What follows belongs to an exercise in optimizing a design on an open flow for small area and a short achievable clock period; a production flow would make more cautious choices. Function was checked by simulation only, so behaviour that the tests miss may differ from the original.

v55:
Design cordicsqrt, start of the top module:
module cordicsqrt (
    input [15:0] N,
    input clk, in_valid,
    output [15:0] sqrt,
    output out_valid
  );
For scale: about 5600 cells after synthesis, ~860 flip-flops, about 35 I/O pins, about 0.051 mm2 of cells after synthesis.
clock: 10.0 ns
lec_check: 0
cap_margin: 20
core_margin: 2
core_utilization: 60
slew_margin: 20
standard.sh (not shown) runs the stock make flow with config.mk's settings and CLKGATE_MAP_FILE= SYNTH_SCRIPT=/design/flow/synth_recipe.tcl, a recipe that flattens the netlist after the stock synthesis.
==> flow/flow/run.sh <==
#!/bin/bash
set -o pipefail
export SETUP_SLACK_MARGIN=${MARGIN:-6.6}
export CTS_ARGS="-sink_clustering_enable -repair_clock_nets -sink_clustering_size ${CSIZE:-20} -sink_clustering_max_diameter ${CDIAM:-80} -dont_use_dummy_load -buf_list {sky130_fd_sc_hd__clkbuf_16}"
bash standard.sh > standard.log 2>&1
v55 completed every stage of the flow, and the final layout passed the timing, design-rule and antenna checks.
The following lists how v31 was set up differently from v55:
- CORE_UTILIZATION changed from 60 to 70
- PLACE_DENSITY newly set to 0.75
==> flow/flow/run.sh <==
#!/bin/bash
set -o pipefail
export SETUP_SLACK_MARGIN=${MARGIN:-6.9}
export CTS_ARGS="-sink_clustering_enable -repair_clock_nets -sink_clustering_size ${CSIZE:-20} -sink_clustering_max_diameter ${CDIAM:-80} -dont_use_dummy_load -buf_list {sky130_fd_sc_hd__clkbuf_16}"
bash standard.sh > standard.log 2>&1
==> run notes <==
- Where global-route wire length before repair is concerned, v55 is better than v31.
- A capturing element of the worst setup path of ry8_q13[13] is what v55 shows, while res_q20[1] belongs to v31.
- Relative to v55, the worst setup slack of v31 is higher by 0.15 ns.
The following lists how v8 was set up differently from v31:
- ABC_AREA: unset -> 1
- CORE_UTILIZATION: 70 -> 60
- PLACE_DENSITY: 0.75 -> unset
==> flow/flow/run.sh <==
#!/bin/bash
set -o pipefail
export SETUP_SLACK_MARGIN=${MARGIN:-7.1}
export CTS_ARGS="-sink_clustering_enable -repair_clock_nets -sink_clustering_size ${CSIZE:-30} -sink_clustering_max_diameter ${CDIAM:-120} -dont_use_dummy_load -buf_list {sky130_fd_sc_hd__clkbuf_16}"
bash standard.sh > standard.log 2>&1
Sequential share of layout area is higher on v31
Compared with v31, v8 shows a critical path depth that is 18 higher.
In v8, the minimum period implied by the final worst setup slack came out 0.47 ns above the value in v31.
When the final numbers for v8 and v31 were put side by side, the worst reg2reg path depth turned out to be greater in v8.
Between v31 and v8, the flow reports number of design-rule violations left by the first detailed-router iteration decreasing by more than 10%.
Relative to v31, total vias in the final route decreased by 446 in v8.
Relative to v31, v8 improves total standard cell area after synthesis.
v31 → v8: setup slack after placement decreased by 0.072 ns relative to the old numbers, register area increased by 75 um2 relative to the old numbers.


Starting RTL as in the previous note.
clock: 10.0 ns
lec_check: 0
abc_area: 1
cap_margin: 20
core_margin: 2
core_utilization: 60
slew_margin: 20
==> flow/flow/run.sh <==
#!/bin/bash
set -o pipefail
export SETUP_SLACK_MARGIN=${MARGIN:-6.9}
export CTS_ARGS="-sink_clustering_enable -repair_clock_nets -sink_clustering_size ${CSIZE:-30} -sink_clustering_max_diameter ${CDIAM:-120} -dont_use_dummy_load -buf_list {sky130_fd_sc_hd__clkbuf_16}"
bash standard.sh > standard.log 2>&1
Rerun with:
==> flow/flow/run.sh (replaced) <==
#!/bin/bash
set -o pipefail
export SETUP_SLACK_MARGIN=${MARGIN:-6.6}
bash standard.sh > standard.log 2>&1
--- a/flow/config.mk
+++ b/flow/config.mk
@@ -6,7 +6,6 @@
 export NUM_CORES = 4
 export LEC_CHECK = 0
-export ABC_AREA = 1
 export CAP_MARGIN = 20
 export CORE_MARGIN = 2
-export CORE_UTILIZATION = 60
+export CORE_UTILIZATION = 40
 export SLEW_MARGIN = 20
- cell count is higher by 5.9%
- wire length is higher by 3.0%
- critical path depth is lower by 17
- die area is higher by 56%
- setup slack gains 0.50 ns
- utilization is lower by 24 points
- design area is higher by 2.7%
- worst hold slack gains 0.011 ns
- non-clock buffer count is lower by 263
- first-iteration DRC count is higher by 3.4%
Rerun with:
==> flow/flow/run.sh (replaced) <==
#!/bin/bash
set -o pipefail
export SETUP_SLACK_MARGIN=${MARGIN:-6.9}
export CTS_ARGS="-sink_clustering_enable -repair_clock_nets -sink_clustering_size ${CSIZE:-20} -sink_clustering_max_diameter ${CDIAM:-80} -dont_use_dummy_load -buf_list {sky130_fd_sc_hd__clkbuf_16}"
bash standard.sh > standard.log 2>&1
--- a/flow/config.mk
+++ b/flow/config.mk
@@ -6,6 +6,7 @@
 export NUM_CORES = 4
 export LEC_CHECK = 0
+export ABC_AREA = 1
 export CAP_MARGIN = 20
 export CORE_MARGIN = 2
-export CORE_UTILIZATION = 40
+export CORE_UTILIZATION = 60
 export SLEW_MARGIN = 20
Result:
- The changed run went through all stages and came out clean
- register-to-register slack is worse by 0.49 ns
- die area goes down by 36%
- routed wire length goes down by 2.5%
- cell count goes down by 5.4%
- worst setup slack is worse by 0.49 ns
- area after synthesis goes down by 4.5%
- core utilization goes up by 24 points
Rerun with:
==> flow/flow/run.sh (replaced) <==
#!/bin/bash
set -o pipefail
export SETUP_SLACK_MARGIN=${MARGIN:-6.9}
bash standard.sh > standard.log 2>&1
--- a/flow/config.mk
+++ b/flow/config.mk
@@ -6,7 +6,6 @@
 export NUM_CORES = 4
 export LEC_CHECK = 0
-export ABC_AREA = 1
 export CAP_MARGIN = 20
 export CORE_MARGIN = 2
-export CORE_UTILIZATION = 60
+export CORE_UTILIZATION = 40
 export SLEW_MARGIN = 20
=> Area after synthesis rises by 4.7%; wire length rises by 0.97%; clock-buffer cell count rises by 80; synthesized cell count rises by 0.47%.

-- static timing again, ports no longer ideal --
How much do the figures lean on ideal ports? The routed layouts below were timed once more, with nothing changed but the port constraints.
Step 1: set_driving_cell puts a clkbuf_16 on clk and a buf_2 on each other input, an assumption about the parent block.
Step 2 moves the port delays by t, midway between the first and last clock arrival at a register: inputs arrive t later, outputs are due t later. That takes back most of the time a late clock gives input paths.
Slacks: no drivers / after step 1 / after step 2; pairs: no drivers / after step 1.
run	t, ns	slack for setup (ns)	worst setup path after step 2	latest minus earliest clock arrival (ns)	worst register clock-pin slew, ns
v55	0.686	6.676 / 6.671 / 6.676	register to register	0.035 / 0.035	0.08 / 0.08
v31	0.678	6.830 / 6.830 / 6.830	register to register	0.026 / 0.027	0.09 / 0.09
v8	0.639	6.361 / 6.361 / 6.361	register to register	0.098 / 0.098	0.12 / 0.12
the first run of note 2	0.631	6.195 / 6.195 / 6.195	register to register	0.083 / 0.083	0.12 / 0.12
the second run of note 2	0.758	6.699 / 6.636 / 6.699	register to register	0.051 / 0.051	0.07 / 0.07
the third run of note 2	0.662	6.207 / 6.208 / 6.208	register to register	0.072 / 0.072	0.09 / 0.09
the fourth run of note 2	0.774	6.820 / 6.744 / 6.820	register to register	0.047 / 0.047	0.07 / 0.07
After both steps every run listed still meets setup and hold.
